Background: an optimization exercise with open tools, aiming at small area. Do not read the settings as production practice.
RTL that was checked went through simulation tests only; none was proved equivalent to the original.
Power and IR drop assume default switching activity.

## yarrow
## uart
module uart(
input clock,reset,
output tx,
input  rx,
output rx_empty,
input rd_uart,
output [7:0] data_out,
output [7:0] data_LSR,
output tx_full,
input wr_uart,
input [7:0] data_in
);
Size in the first run: about 570 cells after synthesis, ~210 flip-flops.
export LEC_CHECK = 0
export CAP_MARGIN = 20
export CORE_MARGIN = 2
export CORE_UTILIZATION = 78
export CTS_BUF_LIST = sky130_fd_sc_hd__clkbuf_4
export CTS_CLUSTER_DIAMETER = 40
export CTS_CLUSTER_SIZE = 10
export SLEW_MARGIN = 20
create_clock -name core_clock -period 10.0 [get_ports {clock}]
standard.sh (not shown) runs the stock make flow with config.mk's settings and CLKGATE_MAP_FILE= SYNTH_SCRIPT=/design/flow/synth_recipe.tcl, a recipe that flattens the netlist after the stock synthesis.
==> flow/flow/run.sh <==
#!/bin/bash
# The standard layout, with two changes: clock tree synthesis inserts no
# dummy loads, and the ports are buffered with buf_1.
set -euo pipefail
bash standard.sh \
  "CTS_ARGS=-sink_clustering_enable -repair_clock_nets -dont_use_dummy_load -buf_list sky130_fd_sc_hd__clkbuf_4 -sink_clustering_size 10 -sink_clustering_max_diameter 40" \
  "BUFFER_PORTS_ARGS=-buffer_cell sky130_fd_sc_hd__buf_1" \
  finish > standard.log 2>&1
The inputs of zinc differ from those of yarrow as listed below.
# yarrow
export LEC_CHECK = 0
export CAP_MARGIN = 20
export CORE_MARGIN = 2
export CORE_UTILIZATION = 78
export CTS_BUF_LIST = sky130_fd_sc_hd__clkbuf_4
export CTS_CLUSTER_DIAMETER = 40
export CTS_CLUSTER_SIZE = 10
export SLEW_MARGIN = 20
create_clock -name core_clock -period 10.0 [get_ports {clock}]
# zinc
export LEC_CHECK = 0
export CAP_MARGIN = 20
export CORE_MARGIN = 2
export CORE_UTILIZATION = 78
export CTS_BUF_LIST = sky130_fd_sc_hd__clkbuf_8
export CTS_CLUSTER_DIAMETER = 50
export CTS_CLUSTER_SIZE = 16
export SLEW_MARGIN = 20
create_clock -name core_clock -period 10.0 [get_ports {clock}]
==> flow/flow/run.sh <==
#!/bin/bash
# The standard layout, with three changes: clock tree synthesis inserts no
# dummy loads, the ports are buffered with buf_1, and timing repair after
# global routing downsizes gates off the critical paths.
set -euo pipefail
bash standard.sh \
  "CTS_ARGS=-sink_clustering_enable -repair_clock_nets -dont_use_dummy_load -buf_list sky130_fd_sc_hd__clkbuf_8 -sink_clustering_size 16 -sink_clustering_max_diameter 50" \
  "BUFFER_PORTS_ARGS=-buffer_cell sky130_fd_sc_hd__buf_1" \
  "RECOVER_POWER=100" \
  finish > standard.log 2>&1
Results
- No crash in zinc: every stage finished, but the layout fails its final checks due to capacitance limit, slew limit.
- Against yarrow, post-layout minimum cycle time in zinc came out worse.
- Final instance count without filler cells in zinc vs yarrow: down about 1.5%
- Against yarrow, zinc comes in 8.9 ps lower on clock skew.
- Number of CTS-inserted buffers, yarrow and zinc, lower one = zinc.
- On zinc: count of inserted antenna diode cells is 1 lower than what yarrow gave.
- Where via count is concerned, yarrow is outperformed by zinc.
- Type of the worst setup path: reg2out -> yarrow, in2reg -> zinc
- Relative to yarrow, the total routed wirelength measured on zinc has decreased by a few percent.
- [compare] base=yarrow new=zinc: detailed-routing wirelength on met1 went up, global-route wire length before repair went down.
Inputs modified between zinc and amber:
# zinc
export LEC_CHECK = 0
export CAP_MARGIN = 20
export CORE_MARGIN = 2
export CORE_UTILIZATION = 78
export CTS_BUF_LIST = sky130_fd_sc_hd__clkbuf_8
export CTS_CLUSTER_DIAMETER = 50
export CTS_CLUSTER_SIZE = 16
export SLEW_MARGIN = 20
create_clock -name core_clock -period 10.0 [get_ports {clock}]
# amber
export LEC_CHECK = 0
export CAP_MARGIN = 20
export CORE_MARGIN = 2
export CORE_UTILIZATION = 85
export CTS_BUF_LIST = sky130_fd_sc_hd__clkbuf_8
export CTS_CLUSTER_DIAMETER = 50
export CTS_CLUSTER_SIZE = 16
export SLEW_MARGIN = 20
create_clock -name core_clock -period 10.0 [get_ports {clock}]
==> flow/run.sh (new file) <==
#!/bin/bash
# synth_recipe.tcl (not shown) runs the flow's synth.tcl, then flattens the netlist and writes it again
# the make line also repeats each setting of config.mk as NAME=value (left out here)
make -C /OpenROAD-flow-scripts/flow DESIGN_CONFIG=/design/flow/config.mk WORK_HOME=/design/flow/orfs CLKGATE_MAP_FILE= SYNTH_SCRIPT=/design/flow/synth_recipe.tcl finish
removed: flow/flow/run.sh
removed: flow/standard.sh
Notes after the runs:
- amber | status: complete | timing, DRC, antenna: pass
- Of amber and zinc, the lower clock period minus worst slack belongs to zinc.
- amber has final-layout clock buffer total above what zinc had.
- Between amber and zinc, design area is higher for amber, zinc comes in under that.
- Compared to zinc, amber has hold slack 5.7 ps higher.
- amber vs zinc, global-route usage went up by 19 points.
- Taking amber as 1.0, zinc lands at 0.900 on total power of the final layout.
--- input diff amber..ember ---
# amber
export LEC_CHECK = 0
export CAP_MARGIN = 20
export CORE_MARGIN = 2
export CORE_UTILIZATION = 85
export CTS_BUF_LIST = sky130_fd_sc_hd__clkbuf_8
export CTS_CLUSTER_DIAMETER = 50
export CTS_CLUSTER_SIZE = 16
export SLEW_MARGIN = 20
create_clock -name core_clock -period 10.0 [get_ports {clock}]
# ember
export LEC_CHECK = 0
export CAP_MARGIN = 20
export CORE_MARGIN = 2
export CORE_UTILIZATION = 78
export CTS_BUF_LIST = sky130_fd_sc_hd__clkbuf_8
export CTS_CLUSTER_DIAMETER = 50
export CTS_CLUSTER_SIZE = 16
export SLEW_MARGIN = 20
create_clock -name core_clock -period 10.0 [get_ports {clock}]
==> flow/flow/run.sh (new file) <==
#!/bin/bash
# The standard layout, with two changes: clock tree synthesis inserts no
# dummy loads, and the ports are buffered with buf_1.
set -euo pipefail
bash standard.sh \
  "CTS_ARGS=-sink_clustering_enable -repair_clock_nets -dont_use_dummy_load -buf_list sky130_fd_sc_hd__clkbuf_8 -sink_clustering_size 16 -sink_clustering_max_diameter 50" \
  "BUFFER_PORTS_ARGS=-buffer_cell sky130_fd_sc_hd__buf_1" \
  finish > standard.log 2>&1
==> flow/standard.sh (new file) <==
#!/bin/bash
# synth_recipe.tcl (not shown) runs the flow's synth.tcl, then flattens the netlist and writes it again
# the make line also repeats each setting of config.mk as NAME=value (left out here)
make -C /OpenROAD-flow-scripts/flow DESIGN_CONFIG=/design/flow/config.mk WORK_HOME=/design/flow/orfs CLKGATE_MAP_FILE= SYNTH_SCRIPT=/design/flow/synth_recipe.tcl "${@:-finish}"
removed: flow/run.sh
==> comparison <==
- Per the comparison of ember with amber, switching portion of total power now sits lower, power shows a reduction of about 10%, via count -1074, chip width +4.3 um, share of power burned in registers went up by 5.3 points.
- Higher share of the cycle needed by the critical path after routing goes to amber over ember.
No run of this note included a check of the RTL's function; only the layout flow was run.

---

## build 1
The RTL this note starts from:
==> flow/design.v <==
module baud_tick_gen(
    input clock,
    input reset,
    output baud_tick
);
reg [8:0] lfsr;
assign baud_tick = (lfsr == 9'd28);
always @(posedge clock) begin
    if (reset || baud_tick)
        lfsr <= 9'd0;
    else
        lfsr <= {lfsr[7:0], ~(lfsr[8] ^ lfsr[4])};
end
endmodule
module uart_rx(
    input b_tick,
    input clock,
    input reset,
    input rx,
    input fifo_full,
    input clear_flags,
    output reg [7:0] data_out,
    output clr_data,
    output [3:0] LSR
);
reg rx_done, buffer_overrun, parity_error, framing_error;
assign LSR = {framing_error, parity_error, buffer_overrun, rx_done};
reg sync_rx, i_rx;
always @(posedge clock) begin
    sync_rx <= rx;
    i_rx <= sync_rx;
end
reg [3:0] b, cnt;
wire idle  = (b == 4'd3);
wire start = (b == 4'd7);
wire last  = b_tick & (cnt == 4'd15);
always @(posedge clock) begin
    if (reset)
        b <= 4'd3;
    else if (idle) begin
        if (!i_rx) begin
            b <= 4'd7;
            cnt <= 4'd7;
        end
    end else if (b_tick) begin
        if (start & cnt[3] & cnt[0] & i_rx)
            b <= 4'd3;
        else
            {b, cnt} <= {b, cnt} + 8'd1;
    end
end
assign clr_data = start;
always @(posedge clock) begin
    if (last & b[3])
        data_out <= {i_rx, data_out[7:1]};
end
always @(posedge clock) begin
    if (reset | clear_flags)
        rx_done <= 1'b0;
    else if (last & (b == 4'd2))
        rx_done <= 1'b1;
end
always @(posedge clock) begin
    if (last) begin
        if (b == 4'd8)
            parity_error <= i_rx;
        else if (b[3] || b == 4'd0)
            parity_error <= parity_error ^ i_rx;
        if (b == 4'd1)
            framing_error <= !i_rx;
        else if (b == 4'd2 && !i_rx)
            framing_error <= 1'b1;
        if (b == 4'd2)
            buffer_overrun <= fifo_full;
    end
end
endmodule
module fifo(
    input reset,
          clock,
          wr_en,
          rd_en,
    input [11:0] data_in,
    input clr_data,
    output reg [11:0] data_out,
    output empty, full
);
reg [2:0] wpos, lpos;
reg valid, pending, hold_clr;
reg hold_done;
reg [11:0] ring [0:7];
assign full  = (wpos == lpos);
assign empty = (wpos == lpos + 3'd1);
wire push = wr_en & !full;
wire pop  = rd_en & !empty;
wire [11:0] held = {data_in[11:4] & {8{!hold_clr}}, data_in[3:1] & {3{hold_done}}, hold_done};
wire store = pending & (wpos == 3'd0);
integer i;
always @(posedge clock) begin
    ring[0] <= store ? held : ring[7];
    for (i = 1; i < 8; i = i + 1)
        ring[i] <= ring[i-1];
end
always @(posedge clock) begin
    if (push) begin
        hold_done <= data_in[0];
        hold_clr <= clr_data;
    end
end
always @(posedge clock) begin
    if (reset) begin
        wpos <= 3'd0;
        lpos <= 3'd7;
        valid <= 1'b0;
        pending <= 1'b0;
    end else begin
        wpos <= wpos + {1'b0, push, !push};
        lpos <= lpos + {1'b0, pop, !pop};
        if (pop)
            valid <= 1'b1;
        if (push)
            pending <= 1'b1;
        else if (store)
            pending <= 1'b0;
    end
end
always @(*) begin
    data_out = 12'd0;
    if (valid) begin
        if (pending & empty)
            data_out = held;
        else
            for (i = 0; i < 8; i = i + 1)
                data_out = data_out | ({12{lpos == i}} & ring[i]);
    end
end
endmodule
module fifo8(
    input reset,
          clock,
          wr_en,
          rd_en,
    input [7:0] data_in,
    output reg [7:0] data_out,
    output empty, full
);
reg [3:0] count;
function [7:0] slot;
    input [3:0] q;
    slot = {~q[2] & q[3], q[2] & ~q[1], q[1] & ~q[0], q[0] & q[3],
            ~q[3] & q[2], ~q[2] & q[1], ~q[1] & q[0], ~q[0] & ~q[3]};
endfunction
wire [7:0] sel = slot(count);
reg [7:0] mem [0:7];
assign full  = sel[7];
assign empty = sel[0];
wire push = wr_en & !full;
integer i;
always @(posedge clock) begin
    if (push) begin
        mem[0] <= data_in;
        for (i = 1; i < 8; i = i + 1)
            mem[i] <= mem[i-1];
    end
end
always @(posedge clock) begin
    if (reset)
        count <= 4'b0000;
    else if (push & !rd_en)
        count <= {count[2:0], ~count[3]};
    else if (rd_en & !push)
        count <= {~count[0], count[3:1]};
end
always @(*) begin
    data_out = 8'd0;
    for (i = 0; i < 8; i = i + 1)
        data_out = data_out | ({8{sel[i]}} & mem[i]);
end
endmodule
module uart_tx(
    input b_tick,
          clock,
          reset,
          fifo_empty,
    input [7:0] data_in,
    output fifo_read,
    output tx
);
reg [3:0] b, cnt;
wire idle = (b == 4'd3);
assign fifo_read = idle & (cnt == 4'd2);
always @(posedge clock) begin
    if (reset) begin
        b <= 4'd3;
        cnt <= 4'd1;
    end else if (idle) begin
        if (cnt == 4'd3) begin
            b <= 4'd7;
            cnt <= 4'd0;
        end else if (cnt != 4'd1 || !fifo_empty)
            cnt <= cnt + 4'd1;
    end else if (b_tick)
        {b, cnt} <= {b, cnt} + 8'd1;
end
assign tx = (b == 4'd7) ? 1'b0 :
            b[3]        ? data_in[b[2:0]] :
            (b == 4'd0) ? ^data_in : 1'b1;
endmodule
module uart(
input clock,reset,
output tx,
input  rx,
output rx_empty,
input rd_uart,
output [7:0] data_out,
output [7:0] data_LSR,
output tx_full,
input wr_uart,
input [7:0] data_in
);
wire b_tick;
wire fifo_full;
wire [7:0] data_r;
wire [3:0] LSR;
wire rx_clr;
reg clear_flags;
reg rx_wr_en;
reg rx_wr_flag;
wire [7:0] tx_data;
wire tx_fifo_read;
wire tx_empty;
baud_tick_gen U0(.clock(clock),.reset(reset),.baud_tick(b_tick));
uart_rx U1(.clock(clock),.reset(reset),.b_tick(b_tick),.rx(rx),.fifo_full(fifo_full),.data_out(data_r),.LSR(LSR),.clr_data(rx_clr),.clear_flags(clear_flags));
fifo U2(.clock(clock),.reset(reset),.empty(rx_empty),.full(fifo_full),.wr_en(rx_wr_en),.rd_en(rd_uart),.data_in({data_r,LSR}),.clr_data(rx_clr),.data_out({data_out,data_LSR[3:0]}));
uart_tx U3(.clock(clock),.reset(reset),.b_tick(b_tick),.tx(tx),.data_in(tx_data),.fifo_empty(tx_empty),.fifo_read(tx_fifo_read));
fifo8 U4(.clock(clock),.reset(reset),.empty(tx_empty),.full(tx_full),.wr_en(wr_uart),.rd_en(tx_fifo_read),.data_in(data_in),.data_out(tx_data));
assign data_LSR[7:4] = 4'b0000;
always @(posedge clock) begin
    if (reset) begin
        rx_wr_en <= 1'b0;
        clear_flags <= 1'b0;
        rx_wr_flag <= 1'b0;
    end else begin
        if (LSR[0]) begin
            if (!fifo_full && !rx_wr_flag) begin
                rx_wr_en <= 1'b1;
                rx_wr_flag <= 1'b1;
            end else begin
                rx_wr_en <= 1'b0;
                clear_flags <= 1'b1;
            end
        end else begin
            clear_flags <= 1'b0;
            rx_wr_flag <= 1'b0;
            rx_wr_en <= 1'b0;
        end
    end
end
endmodule
export LEC_CHECK = 0
export CAP_MARGIN = 20
export CORE_MARGIN = 2
export CORE_UTILIZATION = 78
export CTS_BUF_LIST = sky130_fd_sc_hd__clkbuf_4
export CTS_CLUSTER_DIAMETER = 36
export CTS_CLUSTER_SIZE = 12
export SLEW_MARGIN = 20
create_clock -name core_clock -period 10.0 [get_ports {clock}]
==> flow/flow/run.sh <==
#!/bin/bash
# The standard layout (standard.sh), with these changes:
# - synthesis maps the combinational logic with an area-oriented ABC script
#   (flow/synth.tcl, flow/abc_area.script); registers are mapped as in the
#   standard synthesis;
# - clock tree synthesis inserts no dummy loads;
# - the ports are buffered with buf_1.
# All tool output goes to standard.log here and to ORFS's logs under orfs/.
set -euo pipefail
export FLOW_WORK=$PWD
export FLOW_ABC_SCRIPT=$PWD/flow/abc_area.script
bash standard.sh \
  "SYNTH_SCRIPT=$PWD/flow/synth.tcl" \
  "CTS_ARGS=-sink_clustering_enable -repair_clock_nets -dont_use_dummy_load -buf_list sky130_fd_sc_hd__clkbuf_4 -sink_clustering_size 12 -sink_clustering_max_diameter 36" \
  "BUFFER_PORTS_ARGS=-buffer_cell sky130_fd_sc_hd__buf_1" \
  finish > standard.log 2>&1
==> flow/flow/abc_area.script <==
&get -n
&st
&dch
&nf -R 1000
&put
==> flow/flow/synth.tcl <==
# The standard flow's synthesis script, with one change: the technology mapping of the
# combinational logic runs ABC with flow/abc_area.script (area-oriented
# mapping with area recovery) instead of ORFS's speed script. The flip-flops
# are mapped before this step and are left as they are.
proc abc {args} {
  set i [lsearch $args -script]
  if {$i >= 0} { lset args [expr {$i + 1}] $::env(FLOW_ABC_SCRIPT) }
  yosys abc {*}$args
}
source $::env(FLOW_WORK)/synth_recipe.tcl
The following lists how build 75 was set up differently from build 1:
Settings: swapping 12 for 24 in CTS_CLUSTER_SIZE; swapping 36 for 60 in CTS_CLUSTER_DIAMETER; swapping sky130_fd_sc_hd__clkbuf_4 for sky130_fd_sc_hd__clkbuf_8 sky130_fd_sc_hd__clkbuf_16 in CTS_BUF_LIST.
-- flow/flow/run.sh --
<<< build 1, line 14
  "CTS_ARGS=-sink_clustering_enable -repair_clock_nets -dont_use_dummy_load -buf_list sky130_fd_sc_hd__clkbuf_4 -sink_clustering_size 12 -sink_clustering_max_diameter 36" \
>>> build 75, line 14
  "CTS_ARGS=-sink_clustering_enable -repair_clock_nets -dont_use_dummy_load -buf_list {sky130_fd_sc_hd__clkbuf_8 sky130_fd_sc_hd__clkbuf_16} -sink_clustering_size 24 -sink_clustering_max_diameter 60" \
[summary]
Having completed the whole flow, build 75 delivered a layout that passed the timing, DRC and antenna checks. Net switching fraction of the power ended up 1.1 points lower on build 75 than on build 1. Looking only at part of the power in combinational logic, and setting everything else aside, the lower value of build 1 and build 75 goes to build 75. Global-route wire length before repair (build 75 vs. build 1) increases by a few percent. Re final antenna-violating net count: no difference whatsoever between build 1 and build 75. From build 75 to build 1, path length in cells of the critical path did not move at all. Fmax: build 75 above build 1.
#### Input delta (build 77 over build 75)
Settings: a change of CTS_CLUSTER_SIZE from 24 to 16; a change of CTS_BUF_LIST from sky130_fd_sc_hd__clkbuf_8 sky130_fd_sc_hd__clkbuf_16 to sky130_fd_sc_hd__clkbuf_8; a change of CTS_CLUSTER_DIAMETER from 60 to 50.
==> flow/flow/run.sh <==
#!/bin/bash
# The standard layout, with two changes: clock tree synthesis inserts no
# dummy loads, and the ports are buffered with buf_1.
set -euo pipefail
bash standard.sh \
  "CTS_ARGS=-sink_clustering_enable -repair_clock_nets -dont_use_dummy_load -buf_list sky130_fd_sc_hd__clkbuf_8 -sink_clustering_size 16 -sink_clustering_max_diameter 50" \
  "BUFFER_PORTS_ARGS=-buffer_cell sky130_fd_sc_hd__buf_1" \
  finish > standard.log 2>&1
removed: flow/flow/abc_area.script
removed: flow/flow/synth.tcl
==> summary.txt <==
According to the power report, total power for build 77 is higher than for build 75. Between build 77 and build 75, the difference in power in sequential cells is negligible. Build 77 against build 75: detailed-routed wire length on met2 shows an increase of about 0.5%; layout buffer count excluding clock buffers shows a reduction of 12%; arrival time at the worst endpoint shows an increase of 0.59 ns; last weighted congestion value of the routability-driven placer shows a reduction of 3.1%. Build 77 ends up with lower post-layout worst setup margin than build 75 does.

## afterwards: timing with drivers on the ports
No port has a modelled driver above. Below, the same layouts with a new extraction and two added sets of constraints.
Step 1 sets driving cells, clkbuf_16 on the clock port and buf_2 on the other inputs (assumed; they add their load-dependent delay and slew).
Step 2 adds t to the input delays and takes it off the output delays; t is the mean of the earliest and latest rising clock arrival at the registers after step 1. Input paths then give back, and output paths get back, about the clock's delay inside the block.
Slacks: no drivers / after step 1 / after step 2; pairs: no drivers / after step 1.
| run | shift t [ns] | setup slack, ns | worst setup path after step 2 |
|---|---|---|---|
| yarrow | 0.650 | 4.926 / 4.889 / 5.539 | register to output |
| zinc | 0.512 | 4.818 / 4.832 / 4.319 | input to register |
| amber | 0.564 | 4.317 / 4.284 / 4.848 | register to output |
| ember | 0.510 | 5.111 / 5.076 / 5.586 | register to output |
| build 1 | 0.606 | 4.438 / 4.404 / 5.010 | register to output |
| build 75 | 0.517 | 4.559 / 4.524 / 5.041 | register to output |
| build 77 | 0.515 | 3.973 / 3.939 / 4.454 | register to output |
For zinc, which loses most, drivers alone change the setup slack by +0.014 ns; drivers and shift together by -0.499 ns.
